What follows belongs to an exercise in optimizing a design on an open flow for small area, a short achievable clock period and few clock cycles; a production flow would make more cautious choices. Only simulation tests tie the RTL to the original design; equivalence was not proved. Power is estimated from default activity; no workload was simulated.

## run A
Design control_top, start of the top module:
module control_top(
    output logic [15:0] imem_addr,
    input  logic [31:0] imem_rdata,
    output logic [15:0] dmem_addr,
    output logic [63:0] dmem_wdata,
    output logic dmem_we,
    input  logic [63:0] dmem_rdata,
    output logic halted,
    input logic clk,
    input logic reset
);
Size in the first run: roughly 9200 cells after synthesis, ~130000 sq um of cells after synthesis.
==> flow/config.mk <==
export PLATFORM = sky130hd
export DESIGN_NAME = control_top
export DESIGN_NICKNAME = control_top
export VERILOG_FILES = /design/flow/design.v
export SDC_FILE = /design/flow/constraint.sdc
export NUM_CORES = 8
export LEC_CHECK = 0
export CAP_MARGIN = 20
export CORE_MARGIN = 2
export CORE_UTILIZATION = 30
export PLACE_DENSITY = 0.65
export SLEW_MARGIN = 40
export SYNTH_HIERARCHICAL = 1
==> flow/constraint.sdc <==
create_clock -name core_clock -period 10.0 [get_ports {clk}]
set_input_delay 2.0000 -clock core_clock [delete_from_list [all_inputs] [get_ports {clk}]]
set_output_delay 2.0000 -clock core_clock [all_outputs]
set_load 0.01 [all_outputs]
standard.sh (not shown) runs the stock make flow with config.mk's settings and CLKGATE_MAP_FILE= SYNTH_SCRIPT=/design/flow/synth_recipe.tcl, a recipe that flattens the netlist after the stock synthesis.
==> flow/flow/run.sh <==
#!/bin/bash
# The standard layout (the standard.sh: ORFS synthesis to final layout) with
# these changes:
#  - repair_timing aims for 6.4 ns of setup slack instead of 0, so the resizer
#    keeps working on paths well below the 10 ns clock period;
#  - it may resize cells to other drive strengths before global routing too
#    (MATCH_CELL_FOOTPRINT=0; the platform's default allows only same-footprint
#    swaps there);
#  - the buffer that every input and output port gets is a buf_4 rather than
#    the delay cell buffer_ports picks by itself.
# Should the incremental reroute after the post-global-route repair stop on an
# overflowing gcell, global routing is redone without that repair.
# make's full output goes to the flow_*.log files in this folder; ORFS keeps
# each tool's own log under orfs/logs/.
set -uo pipefail
M=(SETUP_SLACK_MARGIN=6.4 MATCH_CELL_FOOTPRINT=0 "BUFFER_PORTS_ARGS=-buffer_cell sky130_fd_sc_hd__buf_4")
bash standard.sh "${M[@]}" cts > flow_cts.log 2>&1 || exit 1
if ! bash standard.sh "${M[@]}" grt > flow_grt.log 2>&1; then
    bash standard.sh "${M[@]}" SKIP_INCREMENTAL_REPAIR=1 grt > flow_grt2.log 2>&1 || exit 1
fi
bash standard.sh "${M[@]}" finish > flow_finish.log 2>&1 || exit 1
Run A finished every step from synthesis to the final layout, and the layout passed the timing, design-rule and antenna checks.
Testbench counts of run A, summed over its fixed seeds: cycles 36,338.
--- input diff run A..run B ---
--- a/flow/design.v
+++ b/flow/design.v
@@ -231,27 +231,32 @@
     input  logic [31:0] jalrTgt,
     input  logic [31:0] tgtE,
     input  logic [31:0] pcp4E,
     input  logic [31:0] pcRest,
     output logic [31:0] pcNext
 );
 logic [31:0] tgt;
-assign tgt    = jalrE ? jalrTgt : excE ? 32'd254 : predE ? pcp4E : tgtE;
-assign pcNext = redirE ? tgt : pcRest;
+assign tgt = jalrE ? jalrTgt : excE ? 32'd254 : predE ? pcp4E : tgtE;
+sel32 fin (.s(redirE), .d1(tgt), .d0(pcRest), .y(pcNext));
+endmodule
+module sel32 (
+    input  logic        s,
+    input  logic [31:0] d1,
+    input  logic [31:0] d0,
+    output logic [31:0] y
+);
+assign y = s ? d1 : d0;
 endmodule
 module regread (
     input  logic [31:1]       oh,
-    input  logic [31:1]       valid,
     input  logic [64*31-1:0]  data,
     output logic [63:0]       qn        
 );
 logic [31:1] s;
-always_comb
-    for (int i = 1; i < 32; i++)
-        s[i] = oh[i] && valid[i];
+assign s = oh;
 logic [63:0] t [0:10];
 genvar k;
 generate
     for (k = 0; k < 9; k++) begin : g3
         aoi222_64 g (
             .d0(data[64*(3*k)   +: 64]), .s0(s[3*k+1]),
             .d1(data[64*(3*k+1) +: 64]), .s1(s[3*k+2]),
@@ -371,17 +376,14 @@
 logic        ldW;
 logic [2:0]  f3W;
 logic [63:0] rf [1:31];
 logic [31:1] rfv;            
 logic        haltR;
 logic [63:0] finalW;
 wbsel wbsel (.mem(dmem_rdata), .res(resW), .ld(ldW), .f3(f3W), .q(finalW));
-always_comb
-    for (int i = 1; i < 32; i++)
-        weW[i] = rdW == 5'(i);
 always_ff @(posedge clk or posedge reset) begin
     if (reset)
         rfv <= '0;
     else
         rfv <= rfv | weW;
 end
 always_ff @(posedge clk) begin
@@ -454,16 +456,16 @@
         immD = {{52{IR[31]}}, IR[31:20]};
 end
 logic [63:0] rf1n, rf2n;      
 logic [64*31-1:0] rfflat;
 always_comb
     for (int i = 1; i < 32; i++)
         rfflat[64*(i-1) +: 64] = rf[i];
-regread rd1 (.oh(oh1D), .valid(rfv), .data(rfflat), .qn(rf1n));
-regread rd2 (.oh(oh2D), .valid(rfv), .data(rfflat), .qn(rf2n));
+regread rd1 (.oh(oh1D), .data(rfflat), .qn(rf1n));
+regread rd2 (.oh(oh2D), .data(rfflat), .qn(rf2n));
 logic h1E, h1M, h1W, h2E, h2M, h2W;
 assign h1E = rdE != 5'd0 && rs1 == rdE;
 assign h1M = rdM != 5'd0 && rs1 == rdM;
 assign h1W = rdW != 5'd0 && rs1 == rdW;
 assign h2E = rdE != 5'd0 && rs2 == rdE;
 assign h2M = rdM != 5'd0 && rs2 == rdM;
 assign h2W = rdW != 5'd0 && rs2 == rdW;
@@ -540,16 +542,16 @@
         btbTag <= pcp4E - 32'd4;
         btbTgt <= tgtE;
     end
     pcI   <= pcF;
     begin
         IR    <= imem_rdata;
         for (int i = 1; i < 32; i++) begin
-            oh1D[i] <= imem_rdata[19:15] == 5'(i);
-            oh2D[i] <= imem_rdata[24:20] == 5'(i);
+            oh1D[i] <= imem_rdata[19:15] == 5'(i) && (rfv[i] || weW[i]);
+            oh2D[i] <= imem_rdata[24:20] == 5'(i) && (rfv[i] || weW[i]);
         end
         pcD   <= pcI;
     end
 end
 logic goE;
 assign goE = vD && !stallD;
 always_ff @(posedge clk or posedge reset) begin
@@ -615,25 +617,30 @@
 end
 always_ff @(posedge clk or posedge reset) begin
     if (reset) begin
         rdM <= '0;
         ldM <= 1'b0;
         stM <= 1'b0;
         rdW <= '0;
+        weW <= '0;
         ldW <= 1'b0;
     end else begin
         rdM <= rdE;
         ldM <= ldE;
         stM <= stE;
         rdW <= rdM;
+        for (int i = 1; i < 32; i++)
+            weW[i] <= rdM == 5'(i);
         ldW <= ldM;
     end
 end
+logic [63:0] resMn;
+sel64 rsel (.s(stE), .d1(stData), .d0(resE), .y(resMn));
 always_ff @(posedge clk) begin
-    resM  <= stE ? stData : resE;
+    resM  <= resMn;
     addrM <= opA[15:0] + immE;
     f3M   <= f3E;
     resW  <= resM;
     f3W   <= f3M;
 end
 assign dmem_addr  = addrM;
 assign dmem_wdata = resM;
==> comparison <==
- Run B ends up with a routed wire length that is about 2.5% lower than in run A.
- Between run B and run A, it is run B whose largest fanout on the critical path is lower, by 3.
- Higher met3 track utilization from global routing among run A and run B: run A
- Against run A, run B reports a clock-buffer cell count that is higher.
- Going from run A to run B, post-synthesis instance total grows by 0.50%.
- Summary of run B over run A: average vias per placed instance shows a reduction of 1.1%; power has decreased; synthesized area has increased.
- Run A has higher worst-case clock skew than run B.
- ~same starting utilization of the core area in run A and run B
- On post-synthesis net count: between run A and run B, it ends up lower for run A.
Testbench counts of run B, summed over its fixed seeds: cycles 36,338.

port drivers added, routing unchanged:
The flow's constraints put no driver on any port. The routed layouts listed below were extracted and timed again, unchanged, in two steps.
Step 1 sets driving cells, clkbuf_16 on the clock port and buf_2 on the other inputs (assumed; they add their load-dependent delay and slew).
Step 2 adds t to the input delays and takes it off the output delays; t is the mean of the earliest and latest rising clock arrival at the registers after step 1. Input paths then give back, and output paths get back, about the clock's delay inside the block.
Three values: ideal ports, drivers, drivers and shift; two values: the first two.
run | t, ns | setup WS [ns] | hold slack, ns | worst setup path after step 2 | latest minus earliest clock arrival (ns)
run A | 0.991 | 6.171 / 6.171 / 6.171 | 0.324 / 0.324 / 0.324 | register to register | 0.134 / 0.134
run B | 0.967 | 6.326 / 6.301 / 6.286 | 0.296 / 0.296 / 0.296 | input to register | 0.083 / 0.083
After both steps every run listed still meets setup and hold. The setup slack of run B, which loses most, moves by -0.025 ns with the drivers and by -0.040 ns with both steps.
